This is an optimization exercise on Yosys and OpenROAD, whose aim is small area and a short achievable clock period, not a production implementation.
RTL that was checked went through simulation tests only; none was proved equivalent to the original.
For runs 1, 2 and 6, only the layout was checked, not whether the RTL still works.
Power figures rest on the tool's default switching activity, not on a simulated workload.

==> flow/design.v (outline; a module is shown in full before it is edited, if it fits) <==
// module mul_s1: 605 lines
// module mul_s2: 356 lines
// module booth8_enc: 62 lines
// module FLP_multiplier_4: 47 lines
module FLP_multiplier_4(
    input [31:0] A,
    input [31:0] B,
    input rst,
    input clk,
    output [31:0] result
);
  // ...
==> flow/flow/run.sh <==
#!/bin/bash
set -o pipefail
bash standard.sh ADDER_MAP_FILE= "BUFFER_PORTS_ARGS=-buffer_cell sky130_fd_sc_hd__buf_2" finish > flow_make.log 2>&1
==> flow/standard.sh <==
#!/bin/bash
# synth_recipe.tcl (not shown) runs the flow's synth.tcl, then flattens the netlist and writes it again
# the make line also repeats each setting of config.mk as NAME=value (left out here)
make -C /OpenROAD-flow-scripts/flow DESIGN_CONFIG=/design/flow/config.mk WORK_HOME=/design/flow/orfs CLKGATE_MAP_FILE= SYNTH_SCRIPT=/design/flow/synth_recipe.tcl "${@:-finish}"
==> flow/config.mk <==
export PLATFORM = sky130hd
export DESIGN_NAME = FLP_multiplier_4
export DESIGN_NICKNAME = FLP_multiplier_4
export VERILOG_FILES = /design/flow/design.v
export SDC_FILE = /design/flow/constraint.sdc
export NUM_CORES = 4
export LEC_CHECK = 0
export CAP_MARGIN = 20
export CORE_MARGIN = 2
export CORE_UTILIZATION = 40
export SETUP_SLACK_MARGIN = 3.5
export SLEW_MARGIN = 20
==> flow/constraint.sdc <==
create_clock -name core_clock -period 7.0 [get_ports {clk}]
set_input_delay 1.4000 -clock core_clock [delete_from_list [all_inputs] [get_ports {clk}]]
set_output_delay 1.4000 -clock core_clock [all_outputs]
set_load 0.01 [all_outputs]
==> results.toml, run 1 <==
[global_routing]
grt_max_degree = 30

[worst_setup_path]
cp_slowest_stage_delay_ps = 560
r2r_slack_ps = 3550
startpoint_type = "flop"
cpMostUsedCell = "buf_4"
cp.arrival_ps = 3880

[yosys]
postSynthCellCount = 2688
yosys.area_share.simple = 0.1231

[placed_design]
gp_congestion = 0.9508
placed_area_um2 = 22290
portBuffers = 96

[sta]
fin_crit_ps = 3454
tightest_slew_ps = 802.8
tns_ps = 0
post-route-period-util = 0.4935

[die]
start_util = 0.4068

[finish]
final_nets = 2698
fin_area_um2 = 23800
multi_input_cells = 2167

[clocking]
cts_num_sinks = 217
postCtsSetupBuffers = 6

[status]
status = "no timing/DRC/antenna violations"

[min_path]
hold_class = "reg2reg"

[power_and_ir_drop]
ir_drop_v = 0.0003047
power.leakage_nw = 8.532
==> run 2: changes to the inputs <==
--- a/flow/config.mk
+++ b/flow/config.mk
@@ -8,5 +8,5 @@
 export CAP_MARGIN = 20
 export CORE_MARGIN = 2
 export CORE_UTILIZATION = 40
-export SETUP_SLACK_MARGIN = 3.5
+export SETUP_SLACK_MARGIN = 4.0
 export SLEW_MARGIN = 20
==> results.toml, run 2 <==
[die]
ios = 98
rows = 84
core_um2 = 52760
die_x_um = 235.7
die_area_um2 = 55530
die_h_um = 235.7
start_util = 0.4068

[clocking]
cts_buffers = 26
clk_latency_ps = 560
clkSlewWorstSetupHoldPaths_ps = 60
hold_buffers = 0
clockRootBuffer = "clkbuf_16"
cts_tree = "built"
cts_buffer_depth = 3
cts_num_sinks = 217
cts_max_level = 1

[placed_design]
portBuffers = 96
placed_area_um2 = 22340
dp_hpwl_um = 48230
post-place-ws_ps = 2853
gp_congestion = 0.9453

[power_and_ir_drop]
power.leakage_nw = 9.695
p_total_mw = 14.51
ir_drop_v = 0.0002647
power_density_nw_per_um2 = 547.1

[yosys]
ys.flop_type = "dfxtp_1"
synth_area_leaders = "xnor2_1 (21%), dfxtp_1 (20%), a22o_1 (6.9%), a221oi_1 (6.6%), maj3_1 (6.1%)"
synthesis.area_um2 = 21470
synth_cell_types = 85
synth_nets = 2754
ys_seq_elements = 217
synth-async-reset-ratio = 0
synth_edf_count = 0
postSynthCellCount = 2688
synth_area_leader_cell = "xnor2_1"
yosysWarnings = 1
syn_area_per_cell_um2 = 7.986
yosysMostFrequentCell = "xnor2_1"
synthTopCellsByCount = "xnor2_1 (520), dfxtp_1 (217), nand2_1 (180), clkbuf_1 (173), a22o_1 (168)"
yosysTopAreaCellShare = 0.2122
ys_seq_area_frac = 0.2024

[detailed_routing]
wire_per_inst_um = 21.30
antenna_left = 0
drtIter0Drc = 2111
post-route-drc-count = 0
vias = 20890
wl_um = 73360
via_per_inst = 6.063
firstDrtPassIters = 6

[worst_setup_path]
worstPathCellList = "xor2_4 > and3_4 > a311oi_4 > or4_4 > o311a_4 > o311ai_4 > nor2_2 > nor4b_4 > buf_12 > and3_4 > nand3_2 > xnor2_1"
path_delay_family = "simple AND/OR/NAND/NOR gates"
worst-path-max-fanout = 7
cp.required_ps = 7450
path_buf_inv = 1
cp-end-kind = "flop"
cpMaxStageDelayCell = "or4_4"
startpoint_type = "flop"
critical_path_class = "reg2reg"
cp_slowest_stage_delay_ps = 530
cp.arrival_ps = 3680
cpMostUsedCell = "and3_4"

[finish]
final_common_cell = "xnor2_1"
final_nets = 2802
postLayoutCoreUtil = 0.5025
largestRegisters = "z2: 71 flops, dg1: 39 flops, r3: 32 flops"
regArea_um2 = 4486
multi_input_area_um2 = 17590
n_fill_cell = 5014
drive_above_1_share = 0.2533
fin_area_um2 = 26510
layout_common_cells = "xnor2_1 (475), nand2_1 (170), a22o_1 (167)"
largest_reg_flops = 71
regMostFlops = "z2"
area_growth_pct = 23.51

[sta]
tns_ps = 0
max_freq_mhz = 309.8
setup_viol = 0
tightest_slew_ps = 695.5
fin_skew_ps = 21.07
post-route-period-util = 0.4612
fin_crit_ps = 3228
setup_ws_ps = 3772
hold_viol_final = 0
relSlewSlack = 0.5330
slew_violations = 0
rsz0062_at_grt = "yes"

[global_routing]
grt_first_pass_wirelength_um = 110500
grt_max_degree = 30
antenna_found_initial = 0
first_global_vias = 19570
grt_overflow = 0
grt_usage = 0.2444

[status]
status = "no timing/DRC/antenna violations"

[job]
cap_violations = 0

[min_path]
hold_class = "reg2reg"
-- run 2: cell count changes in the layout (fill, tap and decap cells not counted), sizes merged --
cell / delta
bufinv: -4
clkinv: +2
clkbuf: +18
clkinvlp: -1
inv: -3
diode: +1
buf: +92
-- run 2: layout make-up --
type,count,share of cell area
sequential,217,0.1692
multi-input combinational,2167,0.6635
clock inverter,13,0.003634
tap,688,0.03247
clock buffer,35,0.02770
inverter,50,0.007126
antenna,1,0.00009438
timing repair buffer,274,0.09627
-- run 2: worst paths after layout --
check                      start             end  slack, ps  depth (start not counted)
setup / recovery  z2[18]$_DFF_P_  r3[29]$_DFF_P_       3770                         12
hold / removal        s1$_DFF_P_     sg2$_DFF_P_        330                          0
setup reg to reg  z2[18]$_DFF_P_  r3[29]$_DFF_P_       3770                         12
hold reg to reg       s1$_DFF_P_     sg2$_DFF_P_        330                          0
-- run 2: cell families (layout without fill, tap and decap cells) --
kind of cell,Yosys count,after routing,share of synthesized area
flip-flops,217,217,0.2024
AO/OA/AOI/OAI,794,794,0.2735
other,0,1,0
multiplexers,18,18,0.008568
XOR/XNOR,667,667,0.2745
adder cells (fa/ha/maj),131,131,0.06114
AND/OR/NAND/NOR,557,557,0.1231
buffers and inverters,304,372,0.05671
-- run 2: per-stage QoR --
stage | cells | hold slack [ps]
global placement | 3282 | 310.1
floorplan | 2688 | 309.6
global route | 3444 | 329.7
detailed placement | 3282 | 312.1
CTS | 3395 | 326.4
finish | 3445 | 326.3
-- run 2: routing by layer --
metal  GRT usage  vias up  wire length [um]
met5           0        -                 0
met4      0.1285        0              4370
met3     0.04796      291              7355
met2      0.3761     1069             31360
met1      0.3228     9733             30280
li1            -     9794                 -
-- run 2: repair_timing --
item,in CTS,in global routing
cloned,6,12
pin swaps,81,106
hold endpoints to repair,0,0
buffers inserted,59,37
gates resized for setup,278,239
setup endpoints to repair,67,72
-- run 2: power by group --
part,switching (mW),internal (mW)
clock,0.533,0.741
sequential,0.622,1.74
combinational,5.85,5.02
==> module FLP_multiplier_4, before the edit <==
module FLP_multiplier_4(
    input [31:0] A,
    input [31:0] B,
    input rst,
    input clk,
    output [31:0] result
);
    reg [22:0] a1, b1;
    reg s1;
    reg [7:0] ea1, eb1;
    always @(posedge clk) begin
        a1 <= A[22:0];
        b1 <= B[22:0];
        ea1 <= A[30:23];
        eb1 <= B[30:23];
        s1 <= A[31] ^ B[31];
    end
    wire [7:0] e1 = ea1 + eb1 + 8'd129;
    wire [25:0] a3_0 = {2'b01, A[22:0]} + {1'b1, A[22:0], 1'b0};
    reg [25:0] a3_1;
    always @(posedge clk) a3_1 <= a3_0;
    wire [39:0] dg0;
    booth8_enc enc(.b(B[22:0]), .dg(dg0));
    reg [39:0] dg1;
    always @(posedge clk) dg1 <= dg0;
    wire [71:0] z;
    wire zc;
    mul_s1 st1(.a(a1), .a3(a3_1), .dg(dg1), .z(z), .cout(zc));
    reg [71:0] z2;
    reg c2;
    reg [7:0] e2;
    reg sg2;
    always @(posedge clk) begin
        z2 <= z;
        c2 <= zc;
        e2 <= e1;
        sg2 <= s1;
    end
    wire hi;
    wire [22:0] m, ml, mh;
    mul_s2 st2(.z(z2), .cin(c2), .hi(hi), .ml(ml), .mh(mh), .m(m));
    wire [7:0] e2i = e2 + 8'd1;
    wire [7:0] e = hi ? e2i : e2;
    reg [31:0] r3;
    always @(posedge clk) r3 <= {sg2, e, m};
    assign result = r3;
endmodule
==> run 3: changes to the inputs <==
--- a/flow/design.v
+++ b/flow/design.v
@@ -1063,8 +1063,16 @@
     wire [22:0] m, ml, mh;
     mul_s2 st2(.z(z2), .cin(c2), .hi(hi), .ml(ml), .mh(mh), .m(m));
     wire [7:0] e2i = e2 + 8'd1;
-    wire [7:0] e = hi ? e2i : e2;
-    reg [31:0] r3;
-    always @(posedge clk) r3 <= {sg2, e, m};
-    assign result = r3;
+    reg [22:0] ml3, mh3;
+    reg [7:0] e3, e3i;
+    reg hi3, sg3;
+    always @(posedge clk) begin
+        ml3 <= ml;
+        mh3 <= mh;
+        e3 <= e2;
+        e3i <= e2i;
+        hi3 <= hi;
+        sg3 <= sg2;
+    end
+    assign result = {sg3, hi3 ? e3i : e3, hi3 ? mh3 : ml3};
 endmodule
--- a/flow/config.mk
+++ b/flow/config.mk
@@ -7,6 +7,6 @@
 export LEC_CHECK = 0
 export CAP_MARGIN = 20
 export CORE_MARGIN = 2
-export CORE_UTILIZATION = 40
-export SETUP_SLACK_MARGIN = 4.0
+export CORE_UTILIZATION = 60
+export SETUP_SLACK_MARGIN = 3.5
 export SLEW_MARGIN = 20
==> results.toml, run 3 <==
[finish]
largestRegisters = "z2: 71 flops, dg1: 39 flops, a3_1: 25 flops"
num_antenna_cells = 0
regArea_um2 = 5000
largest_reg_flops = 71
fin_area_um2 = 23670
final_common_cell = "xnor2_1"
final_nets = 2649
layout_common_cells = "xnor2_1 (530), dfxtp_1 (237), nand2_1 (176)"
drive_above_1_share = 0.1395
regMostFlops = "z2"
area_growth_pct = 5.499
n_fill_cell = 3249
postLayoutCoreUtil = 0.6450
multi_input_area_um2 = 16010

[detailed_routing]
drtIter0Drc = 1859
wl_um = 66280
firstDrtPassIters = 9
vias = 19850
via_per_inst = 6.465
antenna_left = 0
post-route-drc-count = 0
wire_per_inst_um = 21.59

[die]
start_util = 0.6114
die_area_um2 = 38950
core_um2 = 36700
die_x_um = 197.4
die_h_um = 197.4
ios = 98
rows = 70

[clocking]
hold_buffers = 0
clockRootBuffer = "clkbuf_16"
clkSlewWorstSetupHoldPaths_ps = 60
cts_buffer_depth = 3
cts_tree = "built"
clk_latency_ps = 550
cts_num_sinks = 249
cts_max_level = 1
cts_buffers = 26

[yosys]
synth-async-reset-ratio = 0
synth_nets = 2710
synth_edf_count = 0
synthesis.area_um2 = 22440
synth_area_leader_cell = "dfxtp_1"
ys.flop_type = "dfxtp_1"
ys_seq_area_frac = 0.2222
ys_seq_elements = 249
postSynthCellCount = 2644
syn_area_per_cell_um2 = 8.485
synthTopCellsByCount = "xnor2_1 (530), dfxtp_1 (249), nand2_1 (176), a22o_1 (152), nor2_1 (139)"
synth_area_leaders = "dfxtp_1 (22%), xnor2_1 (21%), a22o_1 (5.9%), xor2_1 (5.4%), a221oi_1 (5.0%)"
yosysTopAreaCellShare = 0.2222
yosysWarnings = 1
synth_cell_types = 90
yosysMostFrequentCell = "xnor2_1"

[worst_setup_path]
endpoint = "c2$_DFF_P_"
cp.arrival_ps = 3780
r2r-end = "c2$_DFF_P_"
worstPathCellList = "a22o_1 > a221oi_1 > xnor2_1 > xnor3_1 > nand2b_1 > nand2_1 > nand2_1 > a21oi_1 > o21ai_1 > a221oi_1"
crit_start = "a3_1[2]$_DFF_P_"
cpMaxStageDelayCell = "dfxtp_1"
cp_slowest_stage_delay_ps = 800
cp.required_ps = 7380
worst-path-max-fanout = 8
r2r_cells = 10
cp-end-kind = "flop"
r2r_slack_ps = 3610
timing.rr.start = "a3_1[2]$_DFF_P_"
startpoint_type = "flop"
critical_path_class = "reg2reg"

[global_routing]
grt_usage = 0.3327
antenna_found_initial = 0
grt_max_degree = 32
grt_overflow = 0
grt_first_pass_wirelength_um = 102700
first_global_vias = 18450

[job]
cap_violations = 0

[sta]
fin_skew_ps = 14.10
setup_viol = 0
tightest_slew_ps = 794.3
max_freq_mhz = 294.7
fin_crit_ps = 3393
slew_violations = 0
hold_viol_final = 0
post-route-period-util = 0.4847
tns_ps = 0
relSlewSlack = 0.4698
timing.hold.ws_ps = 330.1
rsz0062_at_grt = "no"

[status]
status = "no timing/DRC/antenna violations"

[power_and_ir_drop]
ir_drop_v = 0.0002458
power.leakage_nw = 8.575
power_density_nw_per_um2 = 528.9
p_total_mw = 12.52

[placed_design]
gp_congestion = 0.9631
portBuffers = 96
placed_area_um2 = 22640
dp_hpwl_um = 45810

[min_path]
min_path_cells = 0
hold_class = "reg2reg"
==> run 3: cell count changes in the layout (fill, tap and decap cells not counted), sizes merged, moves of 11 or more <==
cell,before,now
a22o,168,153
buf,262,158
clkbuf,47,35
dfxtp,217,249
mux2,3,31
nor2,160,140
or2,22,11
xnor2,520,540
==> run 3: metal layers <==
metal	wire length [um]	GRT usage	part of all wire	up-vias
met4	3641	0.1615	0.055	0
met1	26320	0.4065	0.40	9285
met5	0	0	0	-
met2	30570	0.5580	0.46	943
met3	5750	0.06847	0.087	277
li1	-	-	-	9343
==> run 3: repair_timing <==
item                                    CTS  global route
endpoints found under the setup margin    2            20
setup buffers                             2             5
pin swaps                                 1             1
resized for setup                         1            17
==> run 3: area by class of cell <==
cell class              count  share of cell area
multi-input cells        2098              0.6764
repair buffers            158             0.03996
flip-flops and latches    249              0.2112
clock inverters            12            0.007824
inverters                  50            0.008405
well taps                 468             0.02474
clock buffers              35             0.03145
==> run 3: power breakdown <==
| part | total, mW | switching (mW) | leakage [nW] | internal, mW |
|---|---|---|---|---|
| registers | 2.55 | 0.557 | 2.10 | 2.00 |
| logic | 8.51 | 4.74 | 6.03 | 3.78 |
| clock network | 1.45 | 0.557 | 0.443 | 0.893 |
| total | 12.5 | 5.85 | 8.57 | 6.67 |
==> run 3: metrics by stage <==
stage / instances / setup WS, ps
floorplan: 2644 / 3394
global placement: 3016 / 2930
detailed placement: 3016 / 2923
CTS: 3065 / 3518
global route: 3070 / 3489
finish: 3070 / 3607
==> run 3: how the worst min path moves through the flow <==
stage / startpoint / to / slack [ps]
after floorplan: s1$_DFF_P_ / sg2$_DFF_P_ / 310
after global placement: s1$_DFF_P_ / sg2$_DFF_P_ / 310
after detailed placement: s1$_DFF_P_ / sg2$_DFF_P_ / 320
after CTS: s1$_DFF_P_ / sg2$_DFF_P_ / 330
after global routing: sg2$_DFF_P_ / sg3$_DFF_P_ / 340
final: sg2$_DFF_P_ / sg3$_DFF_P_ / 330
==> run 3: worst max-delay path, delay by kind of cell, from the launching register on <==
family	cells	cell delay, ps
and+or+nand+nor	3	550
xor gates and xnor gates	2	830
DFF	1	800
AOI/OAI and AO/OA	5	1040
==> run 3: kinds of logic (layout without fill, tap and decap cells) <==
kind of cell,Yosys count,in the layout,share of synthesized area
AOI/OAI and AO/OA,742,742,0.2540
xor gates and xnor gates,684,684,0.2743
and+or+nand+nor,496,496,0.1019
buffers and inverters,297,255,0.06542
DFF,249,249,0.2222
adders and majority gates,132,132,0.06084
muxes,44,44,0.02136
==> run 4: changes to the inputs <==
--- a/flow/config.mk
+++ b/flow/config.mk
@@ -7,6 +7,7 @@
 export LEC_CHECK = 0
 export CAP_MARGIN = 20
 export CORE_MARGIN = 2
-export CORE_UTILIZATION = 60
+export CORE_UTILIZATION = 40
 export SETUP_SLACK_MARGIN = 3.5
 export SLEW_MARGIN = 20
+export SYNTH_HIERARCHICAL = 1
==> results.toml, run 4 <==
[power_and_ir_drop]
power_density_nw_per_um2 = 527.5
ir_drop_v = 0.0002326
p_seq_frac = 0.198
combPwrFrac = 0.684
p_clk_frac = 0.118
power.leakage_nw = 9.129
p_sw_mw = 6.116
switching_share = 0.4606
power.internal_mw = 7.162

[die]
die_h_um = 249.4
core_um2 = 59240
die_area_um2 = 62200
die_x_um = 249.4
start_util = 0.4066
rows = 89
ios = 98

[finish]
drive_above_1_share = 0.1359
fin_area_um2 = 25170
postLayoutCoreUtil = 0.4249
multi_input_area_um2 = 17030
fin_cells = 3444
layout_common_cells = "xnor2_1 (511), dfxtp_1 (246), nand2_1 (168), a22o_1 (168), a221oi_1 (148)"
n_fill_cell = 5859
num_antenna_cells = 0
final_common_cell = "xnor2_1"
largest_reg_flops = 72
final_nets = 2717
regMostFlops = "z2"
largestRegisters = "z2: 72 flops, dg1: 40 flops, a3_1: 25 flops"
regArea_um2 = 5031
area_growth_pct = 4.493

[detailed_routing]
antenna_left = 0
post-route-drc-count = 0
firstDrtPassIters = 8
wl_um = 74920
via_per_inst = 6.044
wire_per_inst_um = 21.75
vias = 20810
drtIter0Drc = 1962

[global_routing]
grt_usage = 0.2312
antenna_found_initial = 1
grt_overflow = 0
grt_max_degree = 37
grt_first_pass_wirelength_um = 115500
first_global_vias = 19840

[placed_design]
portBuffers = 96
dp_hpwl_um = 51170
placed_cells = 3389
placed_area_um2 = 24090
gp_congestion = 0.9236

[worst_setup_path]
worst-path-max-fanout = 26
startpoint_type = "flop"
cp-end-kind = "flop"
cp.arrival_ps = 3820
critical_path_class = "reg2reg"
cp.required_ps = 7450

[job]
cap_violations = 0

[clocking]
cts_num_sinks = 251
clkSlewWorstSetupHoldPaths_ps = 60
hold_buffers = 0
cts_max_level = 1
cts_buffer_depth = 3
cts_tree = "built"
cts_buffers = 29
clockRootBuffer = "clkbuf_16"
clk_latency_ps = 580

[sta]
relSlewSlack = 0.3539
tightest_slew_ps = 962.2
setup_viol = 0
hold_viol_final = 0
fin_crit_ps = 3372
fin_skew_ps = 19.68
post-route-period-util = 0.4818
max_freq_mhz = 296.5
rsz0062_at_grt = "no"
tns_ps = 0
slew_violations = 0

[yosys]
postSynthCellCount = 2809
syn_area_per_cell_um2 = 8.576
synthesis.area_um2 = 24090
yosysWarnings = 7
synth_nets = 2875

[min_path]
hold_class = "reg2reg"

[status]
status = "no timing/DRC/antenna violations"
-- run 4: final cells by class --
class,instances,share of cell area
Tap cell,773,0.03842
Timing Repair Buffer,160,0.03867
Inverter,42,0.006561
Clock buffer,41,0.03420
Sequential cell,251,0.1999
Clock inverter,10,0.005716
Multi-Input combinational cell,2167,0.6766
-- run 4: final timing paths --
| check | start | end | slack, ps | cells past startpoint |
|---|---|---|---|---|
| worst max-delay path | dg1[24]$_DFF_P_ | z2[39]$_DFF_P_ | 3630 | 8 |
| worst min-delay path | s1$_DFF_P_ | sg2$_DFF_P_ | 330 | 0 |
| worst max register to register | dg1[24]$_DFF_P_ | z2[39]$_DFF_P_ | 3630 | 8 |
| worst min register to register | s1$_DFF_P_ | sg2$_DFF_P_ | 330 | 0 |
-- run 4: layer usage --
layer | wire length, um | up-vias | GRT usage
met3 | 7675 | 296 | 0.06081
met2 | 32140 | 1068 | 0.3603
met1 | 31730 | 9714 | 0.3019
met5 | 14 | - | 0
met4 | 3359 | 2 | 0.09552
li1 | - | 9734 | -
-- run 4: timing repair --
item / 4_1_cts / 5_1_grt
gates cloned: 0 / 0
resized for setup: 4 / 6
pin swaps: 1 / 2
endpoints found under the setup margin: 9 / 31
buffers inserted: 0 / 4
hold endpoints to repair: 0 / 0
-- run 4: power groups by stage --
stage	logic (mW)	clock network (mW)	registers (mW)
after global placement	8.83	0	2.61
after CTS	9.00	1.61	2.61
after global routing	9.95	1.67	2.69
final	9.08	1.56	2.63
after floorplan	8.84	0	2.21
after detailed placement	8.95	0	2.64
-- run 4: worst max-delay path: stages, from the launching register on --
cell and delay (ps):
dfxtp_1 310, buf_4 460, clkinvlp_4 420, xnor2_1 330
xnor3_1 540, maj3_2 380, maj3_2 350, xnor2_2 160
maj3_2 290
-- run 4: metrics by stage --
| step | hold slack [ps] | setup slack [ps] | power, mW |
|---|---|---|---|
| after floorplan | 309.6 | 3819 | 11.05 |
| after global placement | 311.0 | 3285 | 11.44 |
| after detailed placement | 315.0 | 3241 | 11.59 |
| after CTS | 329.3 | 3517 | 13.21 |
| after global routing | 335.7 | 3477 | 14.31 |
| final | 325.8 | 3628 | 13.28 |
==> run 5: changes to the inputs <==
--- a/flow/config.mk
+++ b/flow/config.mk
@@ -10,4 +10,3 @@
 export CORE_UTILIZATION = 40
 export SETUP_SLACK_MARGIN = 3.5
 export SLEW_MARGIN = 20
-export SYNTH_HIERARCHICAL = 1
==> results.toml, run 5 <==
[die]
die_x_um = 240.8
die_h_um = 240.8
start_util = 0.4056
rows = 86
core_um2 = 55310
ios = 98
die_area_um2 = 58000

[placed_design]
portBuffers = 96
placed_area_um2 = 22950
gp_congestion = 0.8936
dp_hpwl_um = 47080

[finish]
drive_above_1_share = 0.1394
largest_reg_flops = 71
area_growth_pct = 7.032
regArea_um2 = 5002
final_common_cell = "xnor2_1"
layout_common_cells = "xnor2_1 (530), dfxtp_1 (235), nand2_1 (176)"
final_nets = 2643
num_antenna_cells = 0
fin_area_um2 = 24010
regMostFlops = "z2"
n_fill_cell = 5500
multi_input_area_um2 = 16030
largestRegisters = "z2: 71 flops, dg1: 39 flops, a3_1: 25 flops"

[worst_setup_path]
startpoint_type = "flop"
worstPathCellList = "buf_4 > clkinvlp_4 > xnor2_1 > xnor2_1 > xnor2_1 > maj3_1 > xor2_1 > xnor2_1 > inv_1 > maj3_2 > nor2b_1"
cp-end-kind = "flop"
cpMostUsedCell = "xnor2_1"
cp_slowest_stage_delay_ps = 490
cp.required_ps = 7430
cp.arrival_ps = 3820
critical_path_class = "reg2reg"
worst-path-max-fanout = 25
cpMaxStageDelayCell = "clkinvlp_4"

[global_routing]
grt_usage = 0.2244
grt_first_pass_wirelength_um = 104500
first_global_vias = 18440
antenna_found_initial = 0
grt_max_degree = 32
grt_overflow = 0

[detailed_routing]
routed-wl-met3_um = 5067
firstDrtPassIters = 8
via_per_inst = 5.901
wl_um = 67210
antenna_left = 0
vias = 19740
dr.max_layer_used = "met4"
wire_per_inst_um = 20.09
wl_met2_um = 30350
drtIter0Drc = 1940
met1Wirelength_um = 28890
post-route-drc-count = 0

[clocking]
clkSlewWorstSetupHoldPaths_ps = 60
cts_max_level = 1
cts_buffer_depth = 3
cts_tree = "built"
clk_latency_ps = 570
clockRootBuffer = "clkbuf_16"
cts_num_sinks = 249
cts_buffers = 28

[sta]
setup_viol = 0
slew_violations = 0
tns_ps = 0
max_freq_mhz = 295.5
tightest_slew_ps = 1209
hold_viol_final = 0
post-route-period-util = 0.4834
rsz0062_at_grt = "yes"
fin_skew_ps = 22.97
fin_crit_ps = 3384
relSlewSlack = 0.1932

[status]
status = "no timing/DRC/antenna violations"

[yosys]
yosysMostFrequentCell = "xnor2_1"
yosysWarnings = 1
ys_seq_elements = 249
postSynthCellCount = 2644
yosysTopAreaCellShare = 0.2222
syn_area_per_cell_um2 = 8.485
synth_area_leader_cell = "dfxtp_1"
ys_seq_area_frac = 0.2222
synth_nets = 2710
ys.flop_type = "dfxtp_1"
synth_area_leaders = "dfxtp_1 (22%), xnor2_1 (21%), a22o_1 (5.9%), xor2_1 (5.4%), a221oi_1 (5.0%)"
synth-async-reset-ratio = 0
synth_cell_types = 90
synthesis.area_um2 = 22440
synthTopCellsByCount = "xnor2_1 (530), dfxtp_1 (249), nand2_1 (176), a22o_1 (152), nor2_1 (139)"
synth_edf_count = 0

[power_and_ir_drop]
p_total_mw = 12.45
ir_drop_v = 0.0002286
power_density_nw_per_um2 = 518.3
power.leakage_nw = 8.552

[min_path]
hold_class = "reg2reg"

[job]
cap_violations = 0
[run 5: routing by layer]
layer | vias up | track usage
met4 | 0 | 0.09858
met5 | - | 0
met3 | 223 | 0.03557
met1 | 9318 | 0.2934
li1 | 9307 | -
met2 | 890 | 0.3651
[run 5: cell families after synthesis]
group | Yosys count | share of synthesized area
compound gates | 742 | 0.2540
xor+xnor | 684 | 0.2743
fa+ha+maj | 132 | 0.06084
buf+inv | 297 | 0.06542
flops | 249 | 0.2222
mux | 44 | 0.02136
simple gates | 496 | 0.1019
[run 5: repair_timing]
item                                    CTS  global route
pin swaps                                 1             2
hold buffers                              0             0
endpoints found under the setup margin    7            29
setup buffers                             2             3
resized for setup                         3            19
[run 5: metrics by stage]
step	hold WS (ps)	setup WS (ps)	instances	utilization
after detailed placement	313.6	3056	3290	0.4149
after CTS	328.2	3446	3342	0.4326
final	325.6	3616	3345	0.4342
after global placement	311.0	3043	3290	0.4149
after floorplan	309.6	3394	2644	-
after global routing	344.0	3468	3345	0.4342
[run 5: final timing paths]
path,startpoint,to,slack (ps),cells after the start
worst max-delay path,dg1[29]$_DFF_P_,z2[32]$_DFF_P_,3620,11
worst min-delay path,s1$_DFF_P_,sg2$_DFF_P_,330,0
worst max register to register,dg1[29]$_DFF_P_,z2[32]$_DFF_P_,3620,11
worst min register to register,s1$_DFF_P_,sg2$_DFF_P_,330,0
[run 5: final cells by class]
type                    instances  share of cell area
well taps                     748             0.03897
repair buffers                150             0.03705
flip-flops and latches        249              0.2083
clock buffers                  36             0.03298
inverters                      50            0.008285
multi-input cells            2098              0.6674
clock inverters                14            0.007034
[run 5: worst max-delay path: cells and delay by family (launching register included)]
kind / cells / cell delay [ps]
xor gates and xnor gates: 5 / 1060
adders and majority gates: 2 / 720
buffers and inverters: 3 / 1000
DFF: 1 / 310
and+or+nand+nor: 1 / 130
[run 5: power breakdown]
part	total (mW)	internal [mW]	switching, mW
logic	8.40	3.78	4.62
registers	2.56	2.00	0.564
clock network	1.49	0.907	0.582
==> run 6: changes to the inputs <==
--- a/flow/design.v
+++ b/flow/design.v
@@ -1030,15 +1030,14 @@
 );
     reg [22:0] a1, b1;
     reg s1;
-    reg [7:0] ea1, eb1;
+    reg [7:0] e1;
+    wire [7:0] e0 = A[30:23] + B[30:23] + 8'd129;    
     always @(posedge clk) begin
         a1 <= A[22:0];
         b1 <= B[22:0];
-        ea1 <= A[30:23];
-        eb1 <= B[30:23];
+        e1 <= e0;
         s1 <= A[31] ^ B[31];
     end
-    wire [7:0] e1 = ea1 + eb1 + 8'd129;
     wire [25:0] a3_0 = {2'b01, A[22:0]} + {1'b1, A[22:0], 1'b0};
     reg [25:0] a3_1;
     always @(posedge clk) a3_1 <= a3_0;
==> results.toml, run 6 <==
[status]
status = "no timing/DRC/antenna violations"

[sta]
fin_skew_ps = 27.63
fin_crit_ps = 3377
rsz0062_at_grt = "no"
max_freq_mhz = 296.1
post-route-period-util = 0.4824
tightest_slew_ps = 1168
relSlewSlack = 0.2202
hold_viol_final = 0
tns_ps = 0
setup_ws_ps = 3623
setup_viol = 0
slew_violations = 0
timing.hold.ws_ps = 326.1

[yosys]
yosysWarnings = 1
synthesis.area_um2 = 22280
synth-adder-area-share = 0.06128
synth_cell_types = 90
postSynthCellCount = 2636
synth-async-reset-ratio = 0
ys.flop_type = "dfxtp_1"
synth_top_family_by_area = "XOR/XNOR gates"
synth_nets = 2702
synth_area_leader_cell = "dfxtp_1"
synth.area.mux_share = 0.02151
synth_compound_area_frac = 0.2558
yosysMostFrequentCell = "xnor2_1"
syn_area_per_cell_um2 = 8.450
ys_seq_elements = 241
synthTopCellsByCount = "xnor2_1 (530), dfxtp_1 (241), nand2_1 (176), a22o_1 (152), nor2_1 (139)"
synth_xor_area_frac = 0.2762
ys_seq_area_frac = 0.2166
yosysTopAreaCellShare = 0.2166
synth_edf_count = 0
synth_area_leaders = "dfxtp_1 (22%), xnor2_1 (21%), a22o_1 (6.0%), xor2_1 (5.4%), a221oi_1 (5.0%)"
yosys.area_share.simple = 0.1027

[worst_setup_path]
r2r-end = "mh3[17]$_DFF_P_"
cpMaxStageDelayCell = "nor4_2"
cp_slowest_stage_delay_ps = 430
worstPathCellList = "maj3_1 > o311ai_4 > a221oi_1 > o32ai_2 > a32oi_1 > buf_4 > nor4b_1 > nor4_2 > o21a_2 > nor2_1 > o311a_1 > xnor2_1"
path_buf_inv = 1
cp.required_ps = 7420
cp.arrival_ps = 3800
crit_start = "c2$_DFF_P_"
critical_path_class = "reg2reg"
path_delay_family = "compound AO/OA/AOI/OAI gates"
worst-path-max-fanout = 12
startpoint_type = "flop"
cp-end-kind = "flop"
r2r_cells = 12
endpoint = "mh3[17]$_DFF_P_"
r2r_slack_ps = 3620
timing.rr.start = "c2$_DFF_P_"
path_depth = 12

[global_routing]
grt_util_met3 = 0.03731
grt_first_pass_wirelength_um = 101700
grt_overflow = 0
antenna_found_initial = 1
first_global_vias = 18300
busiest_layer = "met2"
met1_usage = 0.2864
grt_usage = 0.2182
grt_max_degree = 32
grtUsageMet2 = 0.3512

[clocking]
clockRootBuffer = "clkbuf_16"
cts_buffers = 27
clk_latency_ps = 570
cts_tree = "built"
cts_max_level = 1
hold_buffers = 0
clkSlewWorstSetupHoldPaths_ps = 60
cts_buffer_depth = 3
cts_num_sinks = 241

[die]
core_um2 = 55090
start_util = 0.4043
die_h_um = 240.0
ios = 98
rows = 86
die_x_um = 240.0
die_area_um2 = 57590

[finish]
drive_above_1_share = 0.1436
regMostFlops = "z2"
area_growth_pct = 6.892
final_common_cell = "xnor2_1"
layout_common_cells = "xnor2_1 (530), dfxtp_1 (222), nand2_1 (176)"
postLayoutCoreUtil = 0.4322
final_nets = 2631
largestRegisters = "z2: 71 flops, dg1: 39 flops, a3_1: 25 flops"
largest_reg_flops = 71
num_antenna_cells = 0

[power_and_ir_drop]
power.internal_mw = 6.567
p_seq_frac = 0.206
combPwrFrac = 0.678
power_density_nw_per_um2 = 514.6
ir_drop_v = 0.0002347
p_sw_mw = 5.685
switching_share = 0.4640
power.leakage_nw = 8.468
p_clk_frac = 0.116

[job]
cap_violations = 0

[detailed_routing]
wl_um = 64920
via_per_inst = 5.896
post-route-drc-count = 0
firstDrtPassIters = 8
drtIter0Drc = 1740
vias = 19640
antenna_left = 0
wire_per_inst_um = 19.49

[min_path]
hold_class = "reg2reg"

[placed_design]
portBuffers = 96
dp_hpwl_um = 46000
post-place-ws_ps = 3070
gp_congestion = 0.8902
run 6: cell count changes in the layout (fill, tap and decap cells not counted), moves of 2 or more:
cell	before	now
maj3_2	35	37
clkinvlp_4	8	5
clkbuf_8	4	7
clkinv_2	3	5
clkbuf_16	29	27
dfxtp_2	14	19
maj3_1	97	95
clkbuf_1	3	1
dfxtp_1	235	222
buf_4	53	50
run 6: how the worst min path moves through the flow:
stage,cells past startpoint,end,start
after detailed placement,0,e2[6]$_DFF_P_,e1[6]$_DFF_P_
after global routing,0,e2[4]$_DFF_P_,e1[4]$_DFF_P_
after global placement,0,e2[6]$_DFF_P_,e1[6]$_DFF_P_
after floorplan,0,e2[0]$_DFF_P_,e1[0]$_DFF_P_
after CTS,0,e2[4]$_DFF_P_,e1[4]$_DFF_P_
final,0,e2[2]$_DFF_P_,e1[2]$_DFF_P_
run 6: per-layer routing:
metal	up-vias	part of all wire
met5	-	0.00014
met4	2	0.042
met3	210	0.084
met2	922	0.45
met1	9223	0.43
li1	9282	-
run 6: power by group through the flow:
stage | clock network [mW] | logic (mW) | registers [mW]
after global placement | 0 | 8.06 | 2.51
after global routing | 1.51 | 9.18 | 2.58
after CTS | 1.46 | 8.23 | 2.50
final | 1.42 | 8.31 | 2.53
after floorplan | 0 | 6.96 | 2.14
after detailed placement | 0 | 8.21 | 2.53
run 6: per-stage QoR:
stage / power, mW / cell area (um^2) / cells
after floorplan: 9.100 / 22320 / 2636
after global placement: 10.58 / 22760 / 3277
after detailed placement: 10.74 / 22760 / 3277
after CTS: 12.19 / 23670 / 3324
after global routing: 13.27 / 23810 / 3331
final: 12.25 / 23810 / 3331
run 6: worst register-to-register path, stage by stage (launching register included):
cell and delay (ps):
dfxtp_1 300, maj3_1 420, o311ai_4 350, a221oi_1 150
o32ai_2 290, a32oi_1 180, buf_4 230, nor4b_1 170
nor4_2 430, o21a_2 240, nor2_1 50, o311a_1 310
xnor2_1 130
run 6: cells by family after synthesis:
logic type | Yosys count
compound gates | 742
xor+xnor | 684
simple gates | 496
buf+inv | 297
flops | 241
fa+ha+maj | 132
mux | 44
run 6: timing repair:
| action | CTS | global route |
|---|---|---|
| setup endpoints to repair | 7 | 27 |
| cloned | 0 | 0 |
| pin swaps | 0 | 3 |
| resized for setup | 5 | 29 |
| setup buffers | 0 | 7 |
run 6: area by class of cell:
cell class,instances,area [um^2]
clock inverter,12,130.1
multi-input combinational,2098,16050
timing repair buffer,147,867.1
sequential,241,4848
tap,748,935.9
inverter,50,202.7
fill,5521,31280
clock buffer,35,775.7
==> run 7: changes to the inputs <==
--- a/flow/design.v
+++ b/flow/design.v
@@ -1063,15 +1063,15 @@
     mul_s2 st2(.z(z2), .cin(c2), .hi(hi), .ml(ml), .mh(mh), .m(m));
     wire [7:0] e2i = e2 + 8'd1;
     reg [22:0] ml3, mh3;
-    reg [7:0] e3, e3i;
+    reg [7:0] e3;
     reg hi3, sg3;
     always @(posedge clk) begin
         ml3 <= ml;
         mh3 <= mh;
         e3 <= e2;
-        e3i <= e2i;
         hi3 <= hi;
         sg3 <= sg2;
     end
+    wire [7:0] e3i = e3 + 8'd1;
     assign result = {sg3, hi3 ? e3i : e3, hi3 ? mh3 : ml3};
 endmodule
==> results.toml, run 7 <==
[clocking]
cts_buffers = 27
clk_latency_ps = 580
cts_num_sinks = 233
cts_tree = "built"
cts_buffer_depth = 3
clkSlewWorstSetupHoldPaths_ps = 60
cts_max_level = 1
clockRootBuffer = "clkbuf_16"

[yosys]
synth-adder-area-share = 0.06226
yosys.area_share.simple = 0.1121
synth_area_leader_cell = "dfxtp_1"
yosysWarnings = 1
synth.area.mux_share = 0.01674
synth_xor_area_frac = 0.2720
synth_edf_count = 0
synth_compound_area_frac = 0.2652
synth_cell_types = 90
ys_seq_elements = 233
synth_top_family_by_area = "XOR/XNOR gates"
ys_seq_area_frac = 0.2137
postSynthCellCount = 2678
synthTopCellsByCount = "xnor2_1 (529), dfxtp_1 (233), nand2_1 (176), a22o_1 (158)"
yosysMostFrequentCell = "xnor2_1"
synth-async-reset-ratio = 0
synthesis.area_um2 = 21830
synth_nets = 2744
yosysTopAreaCellShare = 0.2137
synth_area_leaders = "dfxtp_1 (21%), xnor2_1 (21%), a22o_1 (6.3%), a221oi_1 (6.1%), xor2_1 (5.7%)"
ys.flop_type = "dfxtp_1"
syn_area_per_cell_um2 = 8.150

[power_and_ir_drop]
switching_share = 0.4715
ir_drop_v = 0.0002491
power.internal_mw = 6.590
power_density_nw_per_um2 = 524.0
power.leakage_nw = 8.400
p_clk_frac = 0.116
combPwrFrac = 0.687
p_total_mw = 12.47
p_seq_frac = 0.197
p_sw_mw = 5.880

[finish]
num_antenna_cells = 0
drive_above_1_share = 0.1261
layout_common_cells = "xnor2_1 (525), dfxtp_1 (214), nand2_1 (175)"
n_fill_cell = 5364
largest_reg_flops = 71
final_common_cell = "xnor2_1"
final_nets = 2685
largestRegisters = "z2: 71 flops, dg1: 39 flops, a3_1: 25 flops"
postLayoutCoreUtil = 0.4413
regMostFlops = "z2"
area_growth_pct = 9.029

[global_routing]
first_global_vias = 18800
grt_overflow = 0
antenna_found_initial = 1
grt_max_degree = 34
grt_first_pass_wirelength_um = 105300
grt_usage = 0.2311

[job]
cap_violations = 0

[detailed_routing]
wl_um = 67640
wire_per_inst_um = 20.28
drtIter0Drc = 1894
firstDrtPassIters = 6
via_per_inst = 5.971
post-route-drc-count = 0
antenna_left = 0
vias = 19920

[worst_setup_path]
startpoint_type = "flop"
worstPathCellList = "buf_4 > inv_1 > xnor2_1 > o21ai_0 > a21boi_1 > xnor2_1 > xnor2_1 > xnor2_1 > xnor2_2 > xor2_1 > xnor2_1"
path_delay_family = "XOR/XNOR gates"
cpMaxStageDelayCell = "buf_4"
critical_path_class = "reg2reg"
path_buf_inv = 2
r2r_slack_ps = 3620
cp_slowest_stage_delay_ps = 470
r2r_cells = 11
cp-end-kind = "flop"
crit_start = "dg1[14]$_DFF_P_"
timing.rr.start = "dg1[14]$_DFF_P_"
cp.required_ps = 7450
r2r-end = "z2[37]$_DFF_P_"
cp.arrival_ps = 3820
worst-path-max-fanout = 33
endpoint = "z2[37]$_DFF_P_"
path_depth = 11
cpMostUsedCell = "xnor2_1"

[sta]
fin_crit_ps = 3376
rsz0062_at_grt = "no"
tns_ps = 0
slew_violations = 0
setup_ws_ps = 3624
fin_skew_ps = 12.90
max_freq_mhz = 296.2
hold_viol_final = 0
post-route-period-util = 0.4823
relSlewSlack = 0.2660
tightest_slew_ps = 1099
setup_viol = 0

[placed_design]
post-place-ws_ps = 3116
dp_hpwl_um = 47090
gp_congestion = 0.9141
portBuffers = 96

[die]
die_area_um2 = 56450
die_x_um = 237.6
start_util = 0.4048
core_um2 = 53920
rows = 85
die_h_um = 237.6
ios = 98

[status]
status = "no timing/DRC/antenna violations"

[min_path]
hold_class = "reg2reg"
-- run 7: cell count changes after synthesis, sizes merged, moves of 6 or more --
| cell | change |
|---|---|
| buf | -45 |
| clkbuf | +41 |
| o21ai | +25 |
| nor2 | +12 |
| inv | +10 |
| a221oi | -8 |
| a22oi | +8 |
| dfxtp | -8 |
| or2 | +8 |
| xnor2 | -8 |
| mux2 | -6 |
| nor3 | +6 |
-- run 7: worst min path at each step --
stage / endpoint / slack [ps] / cells past startpoint / start
after floorplan: e2[0]$_DFF_P_ / 310 / 0 / e1[0]$_DFF_P_
after global placement: e3[2]$_DFF_P_ / 310 / 0 / e2[2]$_DFF_P_
after detailed placement: e2[3]$_DFF_P_ / 310 / 0 / e1[3]$_DFF_P_
after CTS: e2[3]$_DFF_P_ / 330 / 0 / e1[3]$_DFF_P_
after global routing: e3[2]$_DFF_P_ / 330 / 0 / e2[2]$_DFF_P_
final: e3[5]$_DFF_P_ / 320 / 0 / e2[5]$_DFF_P_
-- run 7: repair_timing --
item | in CTS | in global routing
pin swaps | 1 | 5
gates resized for setup | 12 | 51
hold buffers | 0 | 0
setup endpoints to repair | 7 | 23
cloned | 0 | 1
buffers inserted | 1 | 5
-- run 7: worst register-to-register path, cell delays in order, from the launching register on --
cell and delay [ps]:
dfxtp_1 300, buf_4 470, inv_1 420, xnor2_1 280
o21ai_0 160, a21boi_1 340, xnor2_1 150, xnor2_1 430
xnor2_1 190, xnor2_2 180, xor2_1 170, xnor2_1 140
-- run 7: logic make-up after synthesis --
| logic type | count (synthesis) |
|---|---|
| compound gates | 780 |
| buf+inv | 301 |
| fa+ha+maj | 134 |
| simple gates | 523 |
| flops | 233 |
| mux | 33 |
| xor+xnor | 674 |
-- run 7: final cells by class --
cell class | count | area (um^2) | share of cell area
timing repair buffer | 155 | 980.9 | 0.04122
clock buffer | 36 | 759.5 | 0.03192
tap | 696 | 870.8 | 0.03659
sequential | 233 | 4703 | 0.1976
clock inverter | 14 | 183.9 | 0.007729
multi-input combinational | 2144 | 16080 | 0.6757
inverter | 58 | 219.0 | 0.009201
-- run 7: metrics by stage --
| step | cell area (um^2) | instances | hold WS [ps] |
|---|---|---|---|
| final | 23800 | 3336 | 324.4 |
| after CTS | 23540 | 3330 | 325.8 |
| after global routing | 23800 | 3336 | 328.4 |
| after global placement | 22550 | 3279 | 310.1 |
| after floorplan | 21880 | 2678 | 309.6 |
| after detailed placement | 22560 | 3279 | 312.1 |
-- run 7: power by group through the flow --
stage	clock, mW	sequential [mW]	combinational (mW)
6_report	1.44	2.46	8.57
5_1_grt	1.53	2.52	9.45
4_1_cts	1.49	2.41	8.39
3_5_place_dp	0	2.44	8.35
3_3_place_gp	0	2.42	8.20
2_1_floorplan	0	2.10	6.93
-- run 7: metal layers --
layer	up-vias	routed length (um)	part of all wire	global-route usage
li1	9469	-	-	-
met1	9269	29330	0.43	0.3065
met2	964	29200	0.43	0.3639
met3	216	6187	0.091	0.04970
met4	2	2914	0.043	0.09358
met5	-	13	0.00019	0
==> run 8: changes to the inputs <==
--- a/flow/config.mk
+++ b/flow/config.mk
@@ -5,6 +5,7 @@
 export SDC_FILE = /design/flow/constraint.sdc
 export NUM_CORES = 4
 export LEC_CHECK = 0
+export ABC_AREA = 1
 export CAP_MARGIN = 20
 export CORE_MARGIN = 2
 export CORE_UTILIZATION = 40
==> results.toml, run 8 <==
[detailed_routing]
post-route-drc-count = 0
wl_um = 84210
vias = 25200
antenna_left = 0
wire_per_inst_um = 17.65
wl_met2_um = 36830
dr.max_layer_used = "met4"
drtIter0Drc = 2236
via_per_inst = 5.282
routed-wl-met3_um = 7437
met1Wirelength_um = 35310
firstDrtPassIters = 8

[power_and_ir_drop]
switching_share = 0.5212
p_sw_mw = 5.645
power.leakage_nw = 12.95
p_clk_frac = 0.135
power_density_nw_per_um2 = 430.0
combPwrFrac = 0.669
p_seq_frac = 0.196
power.internal_mw = 5.186
ir_drop_v = 0.0003514

[sta]
tightest_slew_ps = 1053
relSlewSlack = 0.2971
fin_skew_ps = 13.05
slew_violations = 0
fin_crit_ps = 3395
rsz0062_at_grt = "yes"
setup_ws_ps = 3605
post-route-period-util = 0.4850
hold_viol_final = 0
max_freq_mhz = 294.5
setup_viol = 0
tns_ps = 0

[placed_design]
post-place-ws_ps = 3390
gp_congestion = 1.031
portBuffers = 96
dp_hpwl_um = 62620
placed_cells = 4707
placed_area_um2 = 24100

[finish]
final_common_cell = "nand2_1"
final_nets = 4050
regMostFlops = "z2"
fin_cells = 4771
layout_common_cells = "nand2_1 (1240), nor2_1 (456), inv_1 (408)"
area_growth_pct = 6.898
fin_area_um2 = 25190
n_fill_cell = 6416
largest_reg_flops = 71
largestRegisters = "z2: 71 flops, dg1: 39 flops, a3_1: 25 flops"
drive_above_1_share = 0.1064

[global_routing]
grt_first_pass_wirelength_um = 126900
grt_max_degree = 28
grt_overflow = 0
first_global_vias = 22750
antenna_found_initial = 0
grt_usage = 0.2694

[yosys]
synth_edf_count = 0
synth_cell_types = 63
yosysWarnings = 1
yosysMostFrequentCell = "nand2_1"
syn_area_per_cell_um2 = 5.930
ys.flop_type = "dfxtp_1"
ys_seq_area_frac = 0.1980
yosysTopAreaCellShare = 0.1980
synth_area_leader_cell = "dfxtp_1"
ys_seq_elements = 233
synthTopCellsByCount = "nand2_1 (1241), nor2_1 (458), inv_1 (409), xor2_1 (276), dfxtp_1 (233)"
synth_nets = 4039
synth-async-reset-ratio = 0
synthesis.area_um2 = 23560
synth_area_leaders = "dfxtp_1 (20%), nand2_1 (20%), xor2_1 (10%), nor2_1 (7.3%), inv_1 (6.5%)"
postSynthCellCount = 3973

[min_path]
hold_path_end = "e3[5]$_DFF_P_"
hold_start = "e2[5]$_DFF_P_"
min_path_cells = 0
hold_class = "reg2reg"

[worst_setup_path]
cp-end-kind = "output port"
r2r-end = "z2[30]$_DFF_P_"
timing.rr.start = "dg1[17]$_DFF_P_"
startpoint_type = "flop"
worst-path-max-fanout = 13
cp.required_ps = 5600
r2r_slack_ps = 3620
r2r_cells = 13
critical_path_class = "reg2out"
cp.arrival_ps = 2000

[die]
die_x_um = 246.7
die_h_um = 246.7
die_area_um2 = 60860
core_um2 = 57920
ios = 98
rows = 88
start_util = 0.4068

[clocking]
clockRootBuffer = "clkbuf_16"
cts_tree = "built"
cts_num_sinks = 233
cts_buffer_depth = 3
hold_buffers = 0
cts_buffers = 27
cts_max_level = 1
clkSlewWorstSetupHoldPaths_ps = 60
clk_latency_ps = 570

[job]
cap_violations = 0

[status]
status = "no timing/DRC/antenna violations"
-- run 8: cell count changes after synthesis, sizes merged, moves of 124 or more --
| cell | delta |
|---|---|
| nand2 | +1089 |
| xnor2 | -480 |
| inv | +433 |
| nor2 | +340 |
| o22ai | +213 |
| nand3 | +191 |
| a22o | -158 |
| a221oi | -147 |
| xor2 | +140 |
| maj3 | -133 |
| clkbuf | -124 |
-- run 8: how the worst max path moves through the flow --
stage	from	to	slack, ps	cells past startpoint
5_1_grt	hi3$_DFF_P_	result[30]	3400	8
6_report	hi3$_DFF_P_	result[30]	3600	8
3_3_place_gp	dg1[24]$_DFF_P_	z2[19]$_DFF_P_	3420	13
2_1_floorplan	A[6]	a3_1[20]$_DFF_P_	3990	15
3_5_place_dp	dg1[24]$_DFF_P_	z2[19]$_DFF_P_	3390	13
4_1_cts	hi3$_DFF_P_	result[30]	3460	8
-- run 8: final cells by class --
class / instances / area (um^2) / area share
multi-input combinational: 3108 / 16010 / 0.6355
sequential: 233 / 4674 / 0.1856
inverter: 491 / 1904 / 0.07561
tap: 765 / 957.2 / 0.03800
clock buffer: 34 / 752.0 / 0.02986
timing repair buffer: 123 / 713.2 / 0.02832
clock inverter: 16 / 177.7 / 0.007054
antenna: 1 / 2.502 / 0.00009935
-- run 8: critical path: stages (launching register included) --
cell	delay, ps
dfxtp_4	380
buf_12	140
nand4_1	160
nor2_2	210
nand2_2	80
nor2_2	110
nand2_1	70
xnor2_1	120
buf_2	140
-- run 8: per-stage QoR --
stage          total power [mW]  hold slack (ps)  utilization
6_report                  10.83            322.6       0.4349
5_1_grt                   11.95            328.7       0.4348
4_1_cts                   10.78            324.2       0.4324
3_5_place_dp              9.268            312.1       0.4160
3_3_place_gp              9.185            310.4       0.4160
2_1_floorplan             7.662            309.6            -
-- run 8: timing repair --
item	in CTS	in global routing
buffers inserted	0	12
gates cloned	0	1
endpoints found under the setup margin	11	20
gates resized for setup	5	11
pin swaps	0	2
-- run 8: per-layer routing --
layer / GRT usage / vias up
li1: - / 12750
met1: 0.3386 / 11100
met2: 0.4377 / 1082
met3: 0.04927 / 277
met4: 0.1419 / 0
met5: 0 / -
-- run 8: cells by family after synthesis --
logic type	Yosys count	synth area share
buffers and inverters	632	0.1234
XOR/XNOR	334	0.1261
AO/OA/AOI/OAI	667	0.1758
AND/OR/NAND/NOR	2083	0.3653
adder cells (fa/ha/maj)	1	0.0004248
multiplexers	23	0.01099
flip-flops	233	0.1980
-- run 8: power groups by stage --
stage                     registers [mW]  clock network (mW)  logic (mW)
final                               2.13                1.46        7.24
after floorplan                     1.99                   0        5.68
after detailed placement            2.14                   0        7.13
after global placement              2.13                   0        7.05
after CTS                           2.11                1.51        7.16
after global routing                2.17                1.56        8.22
==> run 9: changes to the inputs <==
--- a/flow/config.mk
+++ b/flow/config.mk
@@ -5,9 +5,9 @@
 export SDC_FILE = /design/flow/constraint.sdc
 export NUM_CORES = 4
 export LEC_CHECK = 0
-export ABC_AREA = 1
 export CAP_MARGIN = 20
 export CORE_MARGIN = 2
 export CORE_UTILIZATION = 40
+export CTS_BUF_LIST = sky130_fd_sc_hd__clkbuf_4 sky130_fd_sc_hd__clkbuf_8
 export SETUP_SLACK_MARGIN = 3.5
 export SLEW_MARGIN = 20
==> results.toml, run 9 <==
[sta]
slew_violations = 0
fin_skew_ps = 43.72
hold_viol_final = 0
post-route-period-util = 0.4794
relSlewSlack = 0.2758
setup_viol = 0
tightest_slew_ps = 1085
tns_ps = 0
rsz0062_at_grt = "yes"
max_freq_mhz = 298.0
timing.hold.ws_ps = 323.4
setup_ws_ps = 3644
fin_crit_ps = 3356

[detailed_routing]
wire_per_inst_um = 20.26
firstDrtPassIters = 9
wl_um = 68090
post-route-drc-count = 0
vias = 20050
drtIter0Drc = 1913
antenna_left = 0
via_per_inst = 5.965

[worst_setup_path]
path_depth = 6
critical_path_class = "reg2out"
worst-path-max-fanout = 13
cpMaxStageDelayCell = "dfxtp_4"
r2r_cells = 13
cp_slowest_stage_delay_ps = 390
cp.arrival_ps = 1960
path_delay_family = "simple AND/OR/NAND/NOR gates"
cp.required_ps = 5600
startpoint_type = "flop"
cp-end-kind = "output port"
worstPathCellList = "buf_12 > and3_4 > and3_4 > nand4_1 > xnor2_1 > buf_2"
path_buf_inv = 2
cpMostUsedCell = "and3_4"

[die]
die_area_um2 = 56450
die_h_um = 237.6
ios = 98
rows = 85
start_util = 0.4048
die_x_um = 237.6
core_um2 = 53920

[finish]
layout_common_cells = "xnor2_1 (525), dfxtp_1 (213), nand2_1 (175)"
final_nets = 2700
area_growth_pct = 9.023
largestRegisters = "z2: 71 flops, dg1: 39 flops, a3_1: 25 flops"
drive_above_1_share = 0.1366
final_common_cell = "xnor2_1"
num_antenna_cells = 0
regMostFlops = "z2"
largest_reg_flops = 71

[yosys]
postSynthCellCount = 2678
synth_area_leaders = "dfxtp_1 (21%), xnor2_1 (21%), a22o_1 (6.3%), a221oi_1 (6.1%), xor2_1 (5.7%)"
synth_cell_types = 90
synth_edf_count = 0
synthTopCellsByCount = "xnor2_1 (529), dfxtp_1 (233), nand2_1 (176), a22o_1 (158)"
ys.flop_type = "dfxtp_1"
synth_area_leader_cell = "dfxtp_1"
synth_nets = 2744
ys_seq_area_frac = 0.2137
ys_seq_elements = 233
yosysMostFrequentCell = "xnor2_1"
yosysWarnings = 1
synth-async-reset-ratio = 0
synthesis.area_um2 = 21830
yosysTopAreaCellShare = 0.2137
syn_area_per_cell_um2 = 8.150

[global_routing]
grt_max_degree = 34
grt_usage = 0.2343
grt_overflow = 0
antenna_found_initial = 1
grt_first_pass_wirelength_um = 106100
first_global_vias = 18930

[clocking]
cts_tree = "built"
clk_latency_ps = 640
cts_num_sinks = 233
cts_buffer_depth = 3
clkSlewWorstSetupHoldPaths_ps = 60
cts_max_level = 2
clockRootBuffer = "clkbuf_8"
cts_buffers = 40

[job]
cap_violations = 0

[placed_design]
dp_hpwl_um = 47090
portBuffers = 96
post-place-ws_ps = 3116
gp_congestion = 0.9141

[power_and_ir_drop]
power.internal_mw = 6.544
p_sw_mw = 5.913
power_density_nw_per_um2 = 523.5
p_seq_frac = 0.198
ir_drop_v = 0.0002171
power.leakage_nw = 8.420
p_clk_frac = 0.110
combPwrFrac = 0.692
switching_share = 0.4747

[min_path]
min_path_cells = 0
hold_class = "reg2reg"

[status]
status = "no timing/DRC/antenna violations"
[run 9: worst paths after layout]
| check | startpoint | end | slack, ps |
|---|---|---|---|
| min reg2reg | sg2$_DFF_P_ | sg3$_DFF_P_ | 320 |
| max reg2reg | c2$_DFF_P_ | mh3[5]$_DFF_P_ | 3680 |
| max | hi3$_DFF_P_ | result[30] | 3640 |
| min | sg2$_DFF_P_ | sg3$_DFF_P_ | 320 |
[run 9: per-stage QoR]
step | cell area (um^2) | power, mW | std cells | util
after floorplan | 21880 | 9.030 | 2678 | -
after global placement | 22550 | 10.62 | 3279 | 0.4183
after detailed placement | 22560 | 10.79 | 3279 | 0.4183
after CTS | 23510 | 12.23 | 3353 | 0.4360
after global routing | 23800 | 13.50 | 3361 | 0.4413
final | 23800 | 12.46 | 3361 | 0.4413
[run 9: kinds of logic after synthesis]
family                   synth area share
AO/OA/AOI/OAI                      0.2653
XOR/XNOR                           0.2720
AND/OR/NAND/NOR                    0.1121
buffers and inverters             0.05790
flip-flops                         0.2137
adder cells (fa/ha/maj)           0.06226
multiplexers                      0.01674
[run 9: area by class of cell]
type                       instances  area, um^2
sequential                       233        4702
clock inverter                    18       193.9
clock buffer                      55       713.2
fill                            5366       30130
multi-input combinational       2144       16090
inverter                          58       219.0
tap                              696       870.8
timing repair buffer             157        1008
[run 9: what timing repair did]
item,CTS,global route
hold endpoints to repair,0,0
hold buffers,0,0
setup buffers,1,7
pin swaps,1,5
resized for setup,13,49
cloned,0,1
endpoints found under the setup margin,9,21
[run 9: power groups by stage]
stage	logic [mW]	clock network, mW	registers, mW
CTS	8.39	1.42	2.42
finish	8.62	1.37	2.47
floorplan	6.93	0	2.10
global placement	8.20	0	2.42
global route	9.50	1.47	2.52
detailed placement	8.35	0	2.44
[run 9: layer usage]
| layer | part of all wire | GRT usage | up-vias |
|---|---|---|---|
| met5 | 0.00019 | 0 | - |
| met4 | 0.038 | 0.09815 | 2 |
| met3 | 0.091 | 0.05772 | 199 |
| met2 | 0.44 | 0.3659 | 946 |
| met1 | 0.44 | 0.3075 | 9390 |
| li1 | - | - | 9513 |
[run 9: worst reg2reg max path: stages (launching register included)]
cell       delay (ps)
dfxtp_1           300
maj3_1            370
o2bb2ai_1         230
maj3_1            410
nand3_1           100
o211a_1           220
nand4b_2          240
o21ai_4           380
buf_12            150
a2111oi_4          40
a2111oi_1         400
nor3_1            110
mux2i_1           190
xor2_1             90
==> run 10: changes to the inputs <==
==> flow/flow/run.sh (replaced) <==
#!/bin/bash
set -o pipefail
bash standard.sh ADDER_MAP_FILE= SYNTH_ARGS=-noabc "BUFFER_PORTS_ARGS=-buffer_cell sky130_fd_sc_hd__buf_2" finish > flow_make.log 2>&1
==> results.toml, run 10 <==
[sta]
relSlewSlack = 0.2109
slew_violations = 0
fin_skew_ps = 35.93
hold_viol_final = 0
max_freq_mhz = 291.8
post-route-period-util = 0.4896
tightest_slew_ps = 1182
timing.hold.ws_ps = 299.8
setup_viol = 0
tns_ps = 0
fin_crit_ps = 3427
rsz0062_at_grt = "yes"

[clocking]
clk_latency_ps = 600
clkSlewWorstSetupHoldPaths_ps = 60
cts_buffers = 43
cts_tree = "built"
cts_buffer_depth = 3
cts_max_level = 2
cts_num_sinks = 233
clockRootBuffer = "clkbuf_8"

[detailed_routing]
wire_per_inst_um = 20.09
drtIter0Drc = 1998
wl_um = 65640
vias = 19400
antenna_left = 0
firstDrtPassIters = 7
via_per_inst = 5.937
post-route-drc-count = 0

[yosys]
synth.area.mux_share = 0.01900
synth_xor_area_frac = 0.2824
synth_area_leaders = "dfxtp_1 (22%), xnor2_1 (22%), a221oi_1 (6.4%), xor2_1 (6.2%), a22o_1 (6.1%)"
synth_compound_area_frac = 0.2512
synthTopCellsByCount = "xnor2_1 (531), dfxtp_1 (233), nand2_1 (165), a221oi_1 (156), nor2_1 (156)"
synth-async-reset-ratio = 0
synth_nets = 2658
synth_area_leader_cell = "dfxtp_1"
yosys.area_share.simple = 0.1145
ys_seq_elements = 233
ys.flop_type = "dfxtp_1"
yosysTopAreaCellShare = 0.2180
yosysMostFrequentCell = "xnor2_1"
synth_top_family_by_area = "XOR/XNOR gates"
synth-adder-area-share = 0.06169
syn_area_per_cell_um2 = 8.255
synthesis.area_um2 = 21400
synth_edf_count = 0
ys_seq_area_frac = 0.2180
postSynthCellCount = 2592
yosysWarnings = 1
synth_cell_types = 90

[die]
die_h_um = 235.3
core_um2 = 52760
start_util = 0.4055
ios = 98
die_area_um2 = 55360
die_x_um = 235.3
rows = 84

[worst_setup_path]
startpoint_type = "flop"
cp.arrival_ps = 3890
cp.required_ps = 7470
worst-path-max-fanout = 5
critical_path_class = "reg2reg"
cp-end-kind = "flop"

[finish]
final_nets = 2610
largest_reg_flops = 71
final_common_cell = "xnor2_1"
drive_above_1_share = 0.1346
regMostFlops = "z2"
layout_common_cells = "xnor2_1 (527), dfxtp_1 (211), nand2_1 (164)"
largestRegisters = "z2: 71 flops, dg1: 39 flops, a3_1: 25 flops"
area_growth_pct = 8.900

[power_and_ir_drop]
power.leakage_nw = 8.245
ir_drop_v = 0.0001963
power_density_nw_per_um2 = 522.5

[placed_design]
dp_hpwl_um = 46020
portBuffers = 96
gp_congestion = 0.9094

[global_routing]
first_global_vias = 18480
grt_overflow = 0
grt_usage = 0.2301
grt_max_degree = 32
grt_first_pass_wirelength_um = 103600
antenna_found_initial = 0

[min_path]
hold_class = "reg2reg"

[job]
cap_violations = 0

[status]
status = "no timing/DRC/antenna violations"
## run 10: cell types whose count changed after synthesis, moves of 10 or more
cell,change
a21oi_1,-22
clkbuf_1,-11
nand2_1,-11
inv_1,-18
a22o_1,-10
o21ai_0,-42
## run 10: path summary, 6_finish.rpt
check,from,endpoint,slack (ps),cells past startpoint
worst max-delay path,z2[19]$_DFF_P_,hi3$_DFF_P_,3570,11
worst min-delay path,e2[6]$_DFF_P_,e3[6]$_DFF_P_,300,0
worst max register to register,z2[19]$_DFF_P_,hi3$_DFF_P_,3570,11
worst min register to register,e2[6]$_DFF_P_,e3[6]$_DFF_P_,300,0
## run 10: logic make-up (layout without fill, tap and decap cells)
kind of cell,after synthesis,count (layout)
AOI/OAI and AO/OA,713,713
xor gates and xnor gates,685,685
and+or+nand+nor,520,520
buffers and inverters,273,259
DFF,233,233
adders and majority gates,131,131
muxes,37,37
other,0,1
## run 10: layout make-up
class / count / area [um^2]
Antenna cell: 1 / 2.502
Clock buffer: 62 / 797.0
Clock inverter: 17 / 146.4
Fill cell: 5254 / 29460
Inverter: 39 / 150.1
Multi-Input combinational cell: 2086 / 15810
Sequential cell: 233 / 4692
Tap cell: 688 / 860.8
Timing Repair Buffer: 141 / 842.1
## run 10: critical path, stage by stage, from the launching register on
cell and delay, ps:
dfxtp_1 360, xnor2_2 320, mux2i_2 300, o22ai_2 130
o41a_1 500, a2111oi_4 450, o21ai_1 100, a21o_1 250
o31a_1 380, o211ai_2 90, nand3_1 110, mux2_4 300
## run 10: power breakdown
group | switching, mW | total (mW) | leakage (nW) | internal [mW]
clock | 0.595 | 1.38 | 0.477 | 0.782
combinational | 4.59 | 8.32 | 5.81 | 3.73
sequential | 0.572 | 2.47 | 1.96 | 1.90
total | 5.76 | 12.2 | 8.24 | 6.42
## run 10: through the flow
| step | setup slack, ps | instance area, um^2 | util | cells | power [mW] |
|---|---|---|---|---|---|
| floorplan | 3467 | 21500 | - | 2592 | 8.970 |
| global placement | 3208 | 22150 | 0.4197 | 3185 | 10.49 |
| detailed placement | 3162 | 22150 | 0.4198 | 3185 | 10.65 |
| CTS | 3447 | 23150 | 0.4388 | 3264 | 12.11 |
| global route | 3391 | 23300 | 0.4416 | 3266 | 13.24 |
| finish | 3573 | 23300 | 0.4416 | 3267 | 12.18 |
## run 10: what timing repair did
item                       CTS  global route
pin swaps                    0             5
buffers inserted             0             1
hold buffers                 0             0
setup endpoints to repair   15            31
resized for setup           14            30
## run 10: layer usage
| layer | global-route usage | routed length [um] |
|---|---|---|
| met1 | 0.2998 | 28440 |
| met2 | 0.3592 | 28540 |
| met3 | 0.05441 | 5807 |
| met4 | 0.1073 | 2855 |
| met5 | 0 | 0 |

[afterwards: timing with drivers on the ports]
How much do the figures lean on ideal ports? The routed layouts below were timed once more, with nothing changed but the port constraints.
Step 1: set_driving_cell puts a clkbuf_16 on clk and a buf_2 on each other input, an assumption about the parent block.
Step 2, shift: input delay + t, output delay - t, t = (earliest + latest rising clock arrival at the registers) / 2. This alone moves slack from input paths to output paths.
Three values: ideal, step 1, step 2; two values: the first two.
run	t, ns	setup WS [ns]	worst setup path after step 2	slew at the worst register clock pin (ns)	cell pins on the clock port's net
run 1	0.613	3.546 / 3.546 / 3.115	input to register	0.06 / 0.06	1
run 2	0.615	3.772 / 3.772 / 3.236	input to register	0.06 / 0.06	1
run 3	0.603	3.607 / 3.607 / 3.118	input to register	0.07 / 0.07	1
run 4	0.621	3.628 / 3.628 / 3.249	input to register	0.06 / 0.06	1
run 5	0.619	3.616 / 3.616 / 3.102	input to register	0.07 / 0.07	1
run 6	0.610	3.623 / 3.623 / 3.086	input to register	0.07 / 0.07	1
run 7	0.627	3.624 / 3.606 / 3.099	input to register	0.06 / 0.06	1
run 8	0.637	3.605 / 3.534 / 3.428	input to register	0.07 / 0.07	1
run 9	0.672	3.644 / 3.584 / 3.062	input to register	0.08 / 0.08	1
run 10	0.641	3.573 / 3.559 / 3.167	input to register	0.07 / 0.07	1
After both steps setup and hold are still met in every run listed. For run 9, which loses most, drivers alone change the setup slack by -0.060 ns; drivers and shift together by -0.582 ns.
